This is an optimization exercise on Yosys and OpenROAD, whose aim is small area, a short achievable clock period and few clock cycles per item, not a production implementation. Only simulation tests tie the RTL to the original design; equivalence was not proved. Power is estimated from default activity; no workload was simulated.

==> flow/design.v, too long to show whole: its modules and the start of the top module <==
// module dotproduct: 1566 lines
module dotproduct (
    input  logic         clk_i,
    input  logic         rst_ni,
    input  logic         start_i,
    input  logic [7:0]   nnz_i,
    input  logic [31:0]  a0_i, a1_i, a2_i, a3_i, a4_i,
                         a5_i, a6_i, a7_i, a8_i, a9_i,
    input  logic [31:0]  b0_i, b1_i, b2_i, b3_i, b4_i,
                         b5_i, b6_i, b7_i, b8_i, b9_i,
    input  logic [31:0]  c_i,
    output logic [63:0]  result_o,
    output logic         busy_o,
    output logic         result_valid_o,
    output logic [31:0]  cycle_count_o
);
  // ...
==> flow/flow/run.sh <==
#!/bin/bash
set -o pipefail
export BUFFER_PORTS_ARGS="-buffer_cell sky130_fd_sc_hd__buf_1"
bash standard.sh SYNTH_ARGS=-noabc SETUP_SLACK_MARGIN=9.4 finish > standard.log 2>&1
==> flow/standard.sh <==
#!/bin/bash
# synth_recipe.tcl (not shown) runs the flow's synth.tcl, then flattens the netlist and writes it again
# the make line also repeats each setting of config.mk as NAME=value (left out here)
make -C /OpenROAD-flow-scripts/flow DESIGN_CONFIG=/design/flow/config.mk WORK_HOME=/design/flow/orfs CLKGATE_MAP_FILE= SYNTH_SCRIPT=/design/flow/synth_recipe.tcl "${@:-finish}"
==> flow/config.mk <==
export PLATFORM = sky130hd
export DESIGN_NAME = dotproduct
export DESIGN_NICKNAME = dotproduct
export VERILOG_FILES = /design/flow/design.v
export SDC_FILE = /design/flow/constraint.sdc
export NUM_CORES = 4
export LEC_CHECK = 0
export ABC_AREA = 1
export CAP_MARGIN = 50
export CORE_MARGIN = 2
export CORE_UTILIZATION = 40
export SLEW_MARGIN = 60
==> flow/constraint.sdc <==
create_clock -name core_clock -period 15.0 [get_ports {clk_i}]
set_input_delay 3.0000 -clock core_clock [delete_from_list [all_inputs] [get_ports {clk_i}]]
set_output_delay 3.0000 -clock core_clock [all_outputs]
set_load 0.01 [all_outputs]
==> results.cfg, run 1 <==
[final_layout]
final_common_cell = nand2_1
top_register = acc
multi_input_area_share = 0.6804
final-seq-area_sq_um = 3023
buf_share = 0.1257
largestClassByArea = multi-input gates
clkbuf_count = 18
final_cell_mix = nand2_1 (1106), buf_1 (740), xor2_1 (297)

[detailed_routing]
vias_per_cell = 5.667
avgRoutedWirePerCell_um = 26.20
m1WireLength_um = 53760

[power]
powerDensity_nw_per_um2 = 90.61
swShare = 0.4868
p_leak_nw = 15.26
clock_power_share = 0.165
seq_cell_power_mw = 0.706
powerClk_mw = 0.462
seqPwrFrac = 0.253

[synth]
yosysUniqueCellTypes = 55
synth_top_area_cell = fa_1
netlist_top_cells_area = fa_1 (20%), nand2_1 (16%), xor2_1 (10%)
synth_top_family_by_area = simple AND/OR/NAND/NOR gates
ys_async_sr_fraction = 0.1259

[placement]
dpl.hpwl_um = 107600
io_buffer_count = 752

[floorplan]
core_area_sq_um = 63200

[clock_tree]
htree_levels = 4
cts_sinks = 143
cts_resized = 92

[worst_setup_path]
cp-endpoint = result_o[44]
timing.rr.start = M[15]
worstPathRequired_ps = 12000
cp_data_arrival_time_ps = 2620
crit_start = bc[0]
critPathMaxStageDelay_ps = 370

[sta]
period_share = 0.3747
slew-limit-headroom = 0.5564
slew_viol_final = 0
worst_slew_pin_slew_ps = 658.4

[worst_hold_path]
holdPathEnd = cnt_q[2]

[grt]
antenna_found_initial = 17
busiest_layer = met2

[outcome]
status = timing/DRC/antenna clean
Testbench counts, summed over its fixed seeds: cycles 18,851, items 2,400.
==> inputs of run 2 (changes only) <==
--- a/flow/design.v
+++ b/flow/design.v
@@ -1527,17 +1527,17 @@
     assign fs709 = acc[61] ^ ms521 ^ mc584;
     assign fc710 = (acc[61] & ms521) | (acc[61] & mc584) | (ms521 & mc584);
     assign fs711 = acc[62] ^ ms522 ^ mc585;
     assign fc712 = (acc[62] & ms522) | (acc[62] & mc585) | (ms522 & mc585);
     assign fs713 = acc[63] ^ ms523 ^ mc586;
     assign fc714 = (acc[63] & ms523) | (acc[63] & mc586) | (ms523 & mc586);
     assign fsum = {fs713, fs711, fs709, fs707, fs705, fs703, fs701, fs699, fs697, fs695, fs693, fs691, fs689, fs687, fs685, fs683, fs681, fs679, fs677, fs675, fs673, fs671, fs669, fs667, fs665, fs663, fs661, fs659, fs657, fs655, fs653, fs651, fs649, fs647, fs645, fs643, fs641, fs639, fs637, fs635, fs633, fs631, fs629, fs627, fs625, fs623, fs621, fs619, fs617, fs615, fs613, fs611, fs609, fs607, fs605, fs603, fs601, fs599, fs597, fs595, fs593, fs591, fs589, fs587};
     assign fcar = {fc712, fc710, fc708, fc706, fc704, fc702, fc700, fc698, fc696, fc694, fc692, fc690, fc688, fc686, fc684, fc682, fc680, fc678, fc676, fc674, fc672, fc670, fc668, fc666, fc664, fc662, fc660, fc658, fc656, fc654, fc652, fc650, fc648, fc646, fc644, fc642, fc640, fc638, fc636, fc634, fc632, fc630, fc628, fc626, fc624, fc622, fc620, fc618, fc616, fc614, fc612, fc610, fc608, fc606, fc604, fc602, fc600, fc598, fc596, fc594, fc592, fc590, fc588, mc524};
-    localparam int BW = 16;
+    localparam int BW = 8;
     localparam int NB = 64 / BW;
     logic [NB-2:0] bc;
     logic [63:0]   bcw;
     logic [63:0]   acc_next;
     logic [NB-2:0] bc_next;
     always_comb begin
         bcw = 64'd0;
         for (int k = 1; k < NB; k++) bcw[k*BW] = bc[k-1];
==> flow/flow/run.sh (replaced) <==
#!/bin/bash
set -o pipefail
export BUFFER_PORTS_ARGS="-buffer_cell sky130_fd_sc_hd__buf_1"
bash standard.sh  finish > standard.log 2>&1
==> flow/config.mk (replaced) <==
export PLATFORM = sky130hd
export DESIGN_NAME = dotproduct
export DESIGN_NICKNAME = dotproduct
export VERILOG_FILES = /design/flow/design.v
export SDC_FILE = /design/flow/constraint.sdc
export NUM_CORES = 4
export LEC_CHECK = 0
export ABC_AREA = 1
export CAP_MARGIN = 20
export CORE_MARGIN = 2
export CORE_UTILIZATION = 40
export SLEW_MARGIN = 20
==> results.cfg, run 2 <==
[detailed_routing]
drtPass1Iterations = 6
vias = 30228
drt_wl_total_um = 142500
vias_per_cell = 5.546
first_iter_violations = 3605
drcViolationCount = 0
avgRoutedWirePerCell_um = 26.14
antenna_left = 0

[placement]
dpl.hpwl_um = 115600
io_buffer_count = 752
globalplace.congestion = 1.007

[floorplan]
core_area_sq_um = 65980
die_w_um = 262.7
rows = 94
die_area_sq_um = 69000
start_util = 0.4056
pin_count = 781
die_h_um = 262.7

[grt]
track_usage = 0.4027
grt_pass1_vias = 29080
antenna_found_initial = 23
grt_overflow_total = 0
grt_max_degree = 95
grt_pass1_wl_um = 202100

[worst_setup_path]
r2r_cells = 26
ff2ff_setup_slack_ps = 8820
worstPathRequired_ps = 12000
critPathMaxFanout = 5
cp_data_arrival_time_ps = 3450
crit_start = bc[0]
rr_endpoint = acc[63]
criticalPathCategory = reg -> out
endpoint_kind = output pin
start_kind = register
timing.rr.start = bneg[2]

[synth]
yosysSeqAreaShare = 0.1134
yosysUniqueCellTypes = 55
synth_seq_cells = 147
netlist_top_cells_area = fa_1 (19%), nand2_1 (16%), xor2_1 (11%)
syn_area_sq_um = 26760
synth_most_common_cell = nand2_1
syn_area_per_cell_sq_um = 6.718
synth-warning-count = 1
synth_common_cells = nand2_1 (1158), inv_1 (502), xor2_1 (323), nor2_1 (252), o22ai_1 (252)
synth_cells = 3984
synth_top_area_cell = fa_1
synth_ff_type = dfxtp_1
netlist.area_leader.share = 0.1877
synth_edf_count = 0
ys_async_sr_fraction = 0.1224

[final_layout]
area_growth_pct = 13.38
top_register = acc
final_cell_mix = nand2_1 (1157), buf_1 (752), inv_1 (501)
top_regs = acc: 64 flops, M: 32 flops, sel: 10 flops
n_fill_cell = 7322
drive_above_1_share = 0.03107
fin_nets = 5605
largest_reg_flops = 64
final_common_cell = nand2_1

[worst_hold_path]
holdPathEnd = cnt_q[1]
hold_start = cnt_q[1]
holdPathStages = 2
hold_class = reg -> reg

[clock_tree]
clock_latency_ps = 490
ctsHoldBuffers = 0
clkTransAtPathRegs_ps = 70
htree_levels = 4
postCtsSetupBuffers = 0
numCtsBuffers = 17
clockBufferDepth = 2
cts_sinks = 147
root_buffer = clkbuf_16
cts_tree = built
cts_resized = 0

[sta]
fin_setup_tns_ps = 0
rsz0062_at_grt = no
worst_hold_slack_ps = 496.4
setup_viol_count_final = 0
slew_viol_final = 0
finalClockSkew_ps = 9.385
final.min_clock_period_ps = 6451
hold_viol = 0
period_share = 0.4301
fmax_mhz = 155.0
slew-limit-headroom = 0.2926
worst_slew_pin_slew_ps = 1059

[power]
comb_power_share = 0.521
seqPwrFrac = 0.295
switchingPower_mw = 1.108
swShare = 0.4765
p_leak_nw = 15.22
clock_power_share = 0.185
powerDensity_nw_per_um2 = 76.61
internal_power_mw = 1.217
ir_worst_vdd_mv = 0.06004

[outcome]
status = timing/DRC/antenna clean

[flow_run]
maxCapViolations = 0
-- run 2: worst max-delay path: stages (launching register included) --
cell and delay, ps:
dfxtp_1 390, ha_1 190, ha_1 190, nand2_1 60
nor2_1 190, nand2_1 130, o21ai_2 330, inv_1 100
o21ai_0 500, nand3_1 140, o2111ai_1 210, nand4_1 160
xor2_1 150, buf_1 200
-- run 2: area by class of cell --
class | count | area (sq um) | share of cell area
multi-input combinational | 3077 | 20470 | 0.6747
timing repair buffer | 801 | 3191 | 0.1051
sequential | 147 | 3067 | 0.1011
inverter | 513 | 1926 | 0.06345
tap | 864 | 1081 | 0.03562
clock buffer | 18 | 439.2 | 0.01447
clock inverter | 14 | 130.1 | 0.004288
antenna | 16 | 40.04 | 0.001319
-- run 2: metrics by stage --
step                      utilization  setup WS [ps]  instances  area [sq um]  total power [mW]
after floorplan                     -           9491       4011         26870             1.476
after CTS                      0.4593           8519       5434         30300             2.321
after global routing           0.4598           8364       5446         30340             2.528
after global placement         0.4507           8697       5402         29730             1.867
final                          0.4599           8549       5450         30350             2.325
after detailed placement       0.4507           8680       5402         29730             1.885
-- run 2: layer usage --
metal  track usage  wire [um]
met1        0.5242      57920
met2        0.6198      61890
met3       0.08958      14230
met4        0.2198       8348
met5             0         64
-- run 2: worst max-delay path by stage --
stage               slack [ps]  depth (start not counted)      endpoint
CTS                       8520                         13  result_o[62]
global route              8360                         13  result_o[62]
global placement          8700                         15        sel[3]
detailed placement        8680                         15        sel[6]
finish                    8550                         13  result_o[62]
floorplan                 9490                         22       acc[39]
-- run 2: power groups by stage --
stage	clock network [mW]	logic [mW]	registers (mW)
4_1_cts	0.436	1.20	0.682
5_1_grt	0.448	1.38	0.705
6_report	0.429	1.21	0.685
3_3_place_gp	0	1.18	0.691
3_5_place_dp	0	1.19	0.691
2_1_floorplan	0	0.853	0.623
-- run 2: logic make-up (layout without fill, tap and decap cells) --
logic type               Yosys count  in the layout  share of synthesized area
other                              1             44                  0.0001401
AND/OR/NAND/NOR                 1738           1738                     0.2661
XOR/XNOR                         340            340                     0.1113
adder cells (fa/ha/maj)          365            365                     0.2410
flip-flops                       147            147                     0.1134
multiplexers                       4              4                   0.001496
buffers and inverters            787           1346                     0.1261
AO/OA/AOI/OAI                    602            602                     0.1405
Testbench counts of run 2, summed over its fixed seeds: cycles 18,851, items 2,400.
==> inputs of run 3 (changes only) <==
==> flow/flow/run.sh (replaced) <==
#!/bin/bash
set -o pipefail
export BUFFER_PORTS_ARGS="-buffer_cell sky130_fd_sc_hd__buf_1"
bash standard.sh SETUP_SLACK_MARGIN=9.5 finish > standard.log 2>&1
==> results.cfg, run 3 <==
[synth]
netlist.area_leader.share = 0.1877
syn_area_sq_um = 26760
synth_top_area_cell = fa_1
synth_ff_type = dfxtp_1
syn_area_per_cell_sq_um = 6.718
yosysUniqueCellTypes = 55
synth_common_cells = nand2_1 (1158), inv_1 (502), xor2_1 (323), nor2_1 (252), o22ai_1 (252)
netlist_top_cells_area = fa_1 (19%), nand2_1 (16%), xor2_1 (11%)
synth-warning-count = 1
yosysSeqAreaShare = 0.1134
synth_edf_count = 0
synth_most_common_cell = nand2_1
synth_seq_cells = 147
synth_cells = 3984
ys_async_sr_fraction = 0.1224

[final_layout]
fin_nets = 5782
final-seq-area_sq_um = 3154
top_register = acc
drive_above_1_share = 0.1380
largest_reg_flops = 64
n_fill_cell = 6946
area_growth_pct = 26.22
final_common_cell = nand2_1
final_cell_mix = nand2_1 (1136), buf_1 (732), inv_1 (455)
top_regs = acc: 64 flops, M: 32 flops, sel: 10 flops
stdcell_count = 5627
multi_input_area_sq_um = 21870

[grt]
busiest_layer = met2
grt_pass1_wl_um = 210100
use_met3 = 0.1149
grt_pass1_vias = 30255
antenna_found_initial = 19
grt_max_degree = 97
grt_overflow_total = 0
grtUsageMet1 = 0.5257
track_usage = 0.4171
grtUsageMet2 = 0.6390

[detailed_routing]
avgRoutedWirePerCell_um = 26.63
drtPass1Iterations = 7
antenna_left = 0
drt_wl_total_um = 149800
first_iter_violations = 3755
drcViolationCount = 0
vias = 31679
vias_per_cell = 5.630

[power]
ir_worst_vdd_mv = 0.08655
p_leak_nw = 16.36
powerDensity_nw_per_um2 = 75.91

[worst_setup_path]
start_kind = register
r2r_cells = 24
path_cells = ha_4, ha_4, nand2_4, nor2_4, nand2_2, o21ai_4, inv_2, buf_6, nor2_4, a21oi_2, o21ai_1, xor2_1, buf_2
cp_data_arrival_time_ps = 2570
crit_slowest_cell = dfxtp_2
critPathMaxFanout = 4
criticalPathCategory = reg -> out
path_depth = 13
crit_family = compound AO/OA/AOI/OAI gates
cp.buffers_inverters = 3
critPathMaxStageDelay_ps = 360
endpoint_kind = output pin
worstPathRequired_ps = 12000

[sta]
fmax_mhz = 179.5
finalClockSkew_ps = 29.96
slew_viol_final = 0
fin_setup_tns_ps = 0
rsz0062_at_grt = yes
worst_slew_pin_slew_ps = 1160
final.min_clock_period_ps = 5572
hold_viol = 0
period_share = 0.3715
setup_viol_count_final = 0
slew-limit-headroom = 0.2218
setup_slack_ps = 9428

[clock_tree]
clockBufferDepth = 2
cts_sinks = 147
clock_latency_ps = 500
numCtsBuffers = 17
ctsHoldBuffers = 0
cts_tree = built
clkTransAtPathRegs_ps = 80
root_buffer = clkbuf_16
htree_levels = 4

[flow_run]
maxCapViolations = 0

[placement]
globalplace.congestion = 1.015
dpl.hpwl_um = 117900
io_buffer_count = 752
numPlacedInstances = 5396
place_ws_ps = 8716

[floorplan]
core_area_sq_um = 65980
rows = 94
die_w_um = 262.7
start_util = 0.4056
die_h_um = 262.7
die_area_sq_um = 69000
pin_count = 781

[worst_hold_path]
holdPathStages = 2
hold_class = reg -> reg

[outcome]
status = timing/DRC/antenna clean
==> run 3: cell counts after synthesis <==
Identical to the previous run, type by type.
==> run 3: per-layer routing <==
metal  vias up  wire (um)
li1      14228          -
met1     15032      58710
met2      2012      64410
met3       405      16130
met4         2      10560
met5         -         13
==> run 3: tightest hold or removal path: stages (launching register included) <==
cell	delay, ps
dfrtp_1	350
nand2_1	50
o21ai_0	60
==> run 3: path summary, 6_finish.rpt <==
check,start,to,slack [ps]
worst max register to register,M[24],acc[55],9460
worst min register to register,cnt_q[3],cnt_q[3],500
min in group asynchronous,rst_ni,cnt_q[1],2470
worst min-delay path,cnt_q[3],cnt_q[3],500
worst max-delay path,bc[0],result_o[44],9430
max in group asynchronous,rst_ni,sel[0],12230
==> run 3: timing repair <==
item,CTS,global route
gates cloned,1,2
buffers inserted,130,50
gates resized for setup,200,312
pin swaps,25,105
endpoints found under the setup margin,89,76
==> run 3: area by class of cell <==
cell class	instances	area share
Sequential cell	147	0.09337
Tap cell	864	0.03200
Multi-Input combinational cell	3078	0.6473
Inverter	513	0.06119
Timing Repair Buffer	976	0.1479
Clock inverter	14	0.004148
Antenna cell	16	0.001185
Timing Repair inverter	1	0.0002222
Clock buffer	18	0.01270
==> run 3: logic make-up (layout without fill, tap and decap cells) <==
group,count (synthesis),in the layout,share of synthesized area
other cells,1,44,0.0001401
simple gates,1738,1739,0.2661
compound gates,602,602,0.1405
mux,4,4,0.001496
buf+inv,787,1522,0.1261
xor+xnor,340,340,0.1113
flops,147,147,0.1134
fa+ha+maj,365,365,0.2410
==> run 3: metrics by stage <==
stage	hold WS, ps	instance area [sq um]	power (mW)	utilization
floorplan	345.4	26870	1.476	-
global placement	467.4	29690	1.874	0.4501
detailed placement	476.5	29700	1.890	0.4501
CTS	493.3	32130	2.398	0.4870
global route	517.0	33770	2.767	0.5118
finish	495.2	33780	2.564	0.5120
==> run 3: power by group <==
| group | switching (mW) | internal (mW) | total (mW) | leakage (nW) |
|---|---|---|---|---|
| combinational | 0.832 | 0.580 | 1.41 | 14.8 |
| sequential | 0.189 | 0.518 | 0.707 | 1.30 |
| clock | 0.225 | 0.220 | 0.445 | 0.283 |
==> inputs of run 4 (changes only) <==
==> flow/flow/run.sh (replaced) <==
#!/bin/bash
set -o pipefail
export BUFFER_PORTS_ARGS="-buffer_cell sky130_fd_sc_hd__buf_1"
bash standard.sh finish > standard.log 2>&1
==> results.cfg, run 4 <==
[final_layout]
final_cell_mix = nand2_1 (1157), buf_1 (752), inv_1 (501)
area_growth_pct = 13.38
final_common_cell = nand2_1
drive_above_1_share = 0.03107
stdcell_count = 5450
n_fill_cell = 7322
fin_area_sq_um = 30350
largest_reg_flops = 64
final-seq-area_sq_um = 3067
multi_input_area_sq_um = 20470
top_register = acc
fin_nets = 5605
top_regs = acc: 64 flops, M: 32 flops, sel: 10 flops

[placement]
placed_area_sq_um = 29730
globalplace.congestion = 1.007
dpl.hpwl_um = 115600
numPlacedInstances = 5402
io_buffer_count = 752

[synth]
syn_area_sq_um = 26760
synth_common_cells = nand2_1 (1158), inv_1 (502), xor2_1 (323), nor2_1 (252), o22ai_1 (252)
syn_area_per_cell_sq_um = 6.718
yosysUniqueCellTypes = 55
synth-warning-count = 1
synth_seq_cells = 147
synth_ff_type = dfxtp_1
synth_top_area_cell = fa_1
netlist.area_leader.share = 0.1877
synth_most_common_cell = nand2_1
netlist_top_cells_area = fa_1 (19%), nand2_1 (16%), xor2_1 (11%)
synth_cells = 3984
synth_edf_count = 0
yosysSeqAreaShare = 0.1134
ys_async_sr_fraction = 0.1224

[clock_tree]
cts_tree = built
cts_sinks = 147
clock_latency_ps = 490
numCtsBuffers = 17
htree_levels = 4
ctsHoldBuffers = 0
clkTransAtPathRegs_ps = 70
root_buffer = clkbuf_16
postCtsSetupBuffers = 0
clockBufferDepth = 2
cts_resized = 0

[detailed_routing]
vias = 30228
avgRoutedWirePerCell_um = 26.14
first_iter_violations = 3605
vias_per_cell = 5.546
antenna_left = 0
drt_wl_total_um = 142500
drcViolationCount = 0
drtPass1Iterations = 6

[worst_setup_path]
critPathMaxFanout = 5
worstPathRequired_ps = 12000
start_kind = register
endpoint_kind = output pin
criticalPathCategory = reg -> out
r2r_cells = 26
cp_data_arrival_time_ps = 3450

[sta]
hold_viol = 0
slew-limit-headroom = 0.2926
period_share = 0.4301
worst_hold_slack_ps = 496.4
slew_viol_final = 0
setup_viol_count_final = 0
worst_slew_pin_slew_ps = 1059
fmax_mhz = 155.0
finalClockSkew_ps = 9.385
fin_setup_tns_ps = 0
rsz0062_at_grt = no
final.min_clock_period_ps = 6451

[power]
powerDensity_nw_per_um2 = 76.61
ir_worst_vdd_mv = 0.06004
p_leak_nw = 15.22

[floorplan]
rows = 94
die_w_um = 262.7
die_area_sq_um = 69000
start_util = 0.4056
pin_count = 781
core_area_sq_um = 65980
die_h_um = 262.7

[outcome]
status = timing/DRC/antenna clean

[grt]
antenna_found_initial = 23
track_usage = 0.4027
grt_overflow_total = 0
grt_max_degree = 95
grt_pass1_wl_um = 202100
grt_pass1_vias = 29080

[worst_hold_path]
holdPathStages = 2
hold_class = reg -> reg

[flow_run]
maxCapViolations = 0
==> run 4: cell counts after synthesis <==
Identical to the previous run, type by type.
==> run 4: routing by layer <==
layer | wire length (um) | vias to the layer above | GRT usage
li1 | - | 13846 | -
met1 | 57920 | 14246 | 0.5242
met2 | 61890 | 1821 | 0.6198
met3 | 14230 | 305 | 0.08958
met4 | 8348 | 10 | 0.2198
met5 | 64 | - | 0
==> run 4: metrics by stage <==
stage | utilization | power, mW | setup slack (ps)
6_report | 0.4599 | 2.325 | 8549
3_3_place_gp | 0.4507 | 1.867 | 8697
4_1_cts | 0.4593 | 2.321 | 8519
2_1_floorplan | - | 1.476 | 9491
3_5_place_dp | 0.4507 | 1.885 | 8680
5_1_grt | 0.4598 | 2.528 | 8364
==> run 4: worst max-delay path: stages, from the launching register on <==
cell       delay, ps
dfxtp_1          390
ha_1             190
ha_1             190
nand2_1           60
nor2_1           190
nand2_1          130
o21ai_2          330
inv_1            100
o21ai_0          500
nand3_1          140
o2111ai_1        210
nand4_1          160
xor2_1           150
buf_1            200
==> run 4: kinds of logic after synthesis <==
group	Yosys count	synth area share
and+or+nand+nor	1738	0.2661
buffers and inverters	787	0.1261
AOI/OAI and AO/OA	602	0.1405
adders and majority gates	365	0.2410
xor gates and xnor gates	340	0.1113
DFF	147	0.1134
muxes	4	0.001496
other	1	0.0001401
==> run 4: cell type report <==
cell class	count	area share
Timing Repair Buffer	801	0.1051
Antenna cell	16	0.001319
Tap cell	864	0.03562
Sequential cell	147	0.1011
Multi-Input combinational cell	3077	0.6747
Clock inverter	14	0.004288
Clock buffer	18	0.01447
Inverter	513	0.06345
==> run 4: worst paths after layout <==
kind,startpoint,end,slack (ps)
max,bc[0],result_o[62],8550
min,cnt_q[1],cnt_q[1],500
max reg2reg,bneg[2],acc[63],8820
min reg2reg,cnt_q[1],cnt_q[1],500
max in group asynchronous,rst_ni,sel[0],12230
min in group asynchronous,rst_ni,cnt_q[0],2480
==> run 4: where the power goes <==
group          switching [mW]  leakage [nW]  internal, mW
clock network           0.196         0.262         0.233
logic                   0.735          13.7         0.475
registers               0.176          1.28         0.509

==> port drivers added, routing unchanged <==
The flow's constraints put no driver on any port. The routed layouts listed below were extracted and timed again, unchanged, in two steps.
Step 1 sets driving cells, clkbuf_16 on the clock port and buf_2 on the other inputs (assumed; they add their load-dependent delay and slew).
Step 2 also shifts input and output timing later by t, the mid clock arrival at the registers, as if the neighbouring blocks saw the same clock.
a / b / c = no drivers / after step 1 / after step 2; a / b = the first two.
| run | t, ns | setup WS [ns] | hold WS [ns] | slew at the worst register clock pin (ns) | cell pins on the clock port's net |
|---|---|---|---|---|---|
| run 1 | 0.547 | 9.379 / 9.322 / 9.262 | 0.513 / 0.513 / 0.513 | 0.08 / 0.08 | 1 |
| run 2 | 0.544 | 8.549 / 8.487 / 8.564 | 0.496 / 0.496 / 0.496 | 0.07 / 0.07 | 1 |
| run 3 | 0.542 | 9.428 / 9.372 / 9.089 | 0.495 / 0.495 / 0.495 | 0.09 / 0.09 | 1 |
| run 4 | 0.544 | 8.549 / 8.487 / 8.564 | 0.496 / 0.496 / 0.496 | 0.07 / 0.07 | 1 |
After both steps setup and hold are still met in every run listed. The setup slack of run 3, which loses most, moves by -0.056 ns with the drivers and by -0.339 ns with both steps.
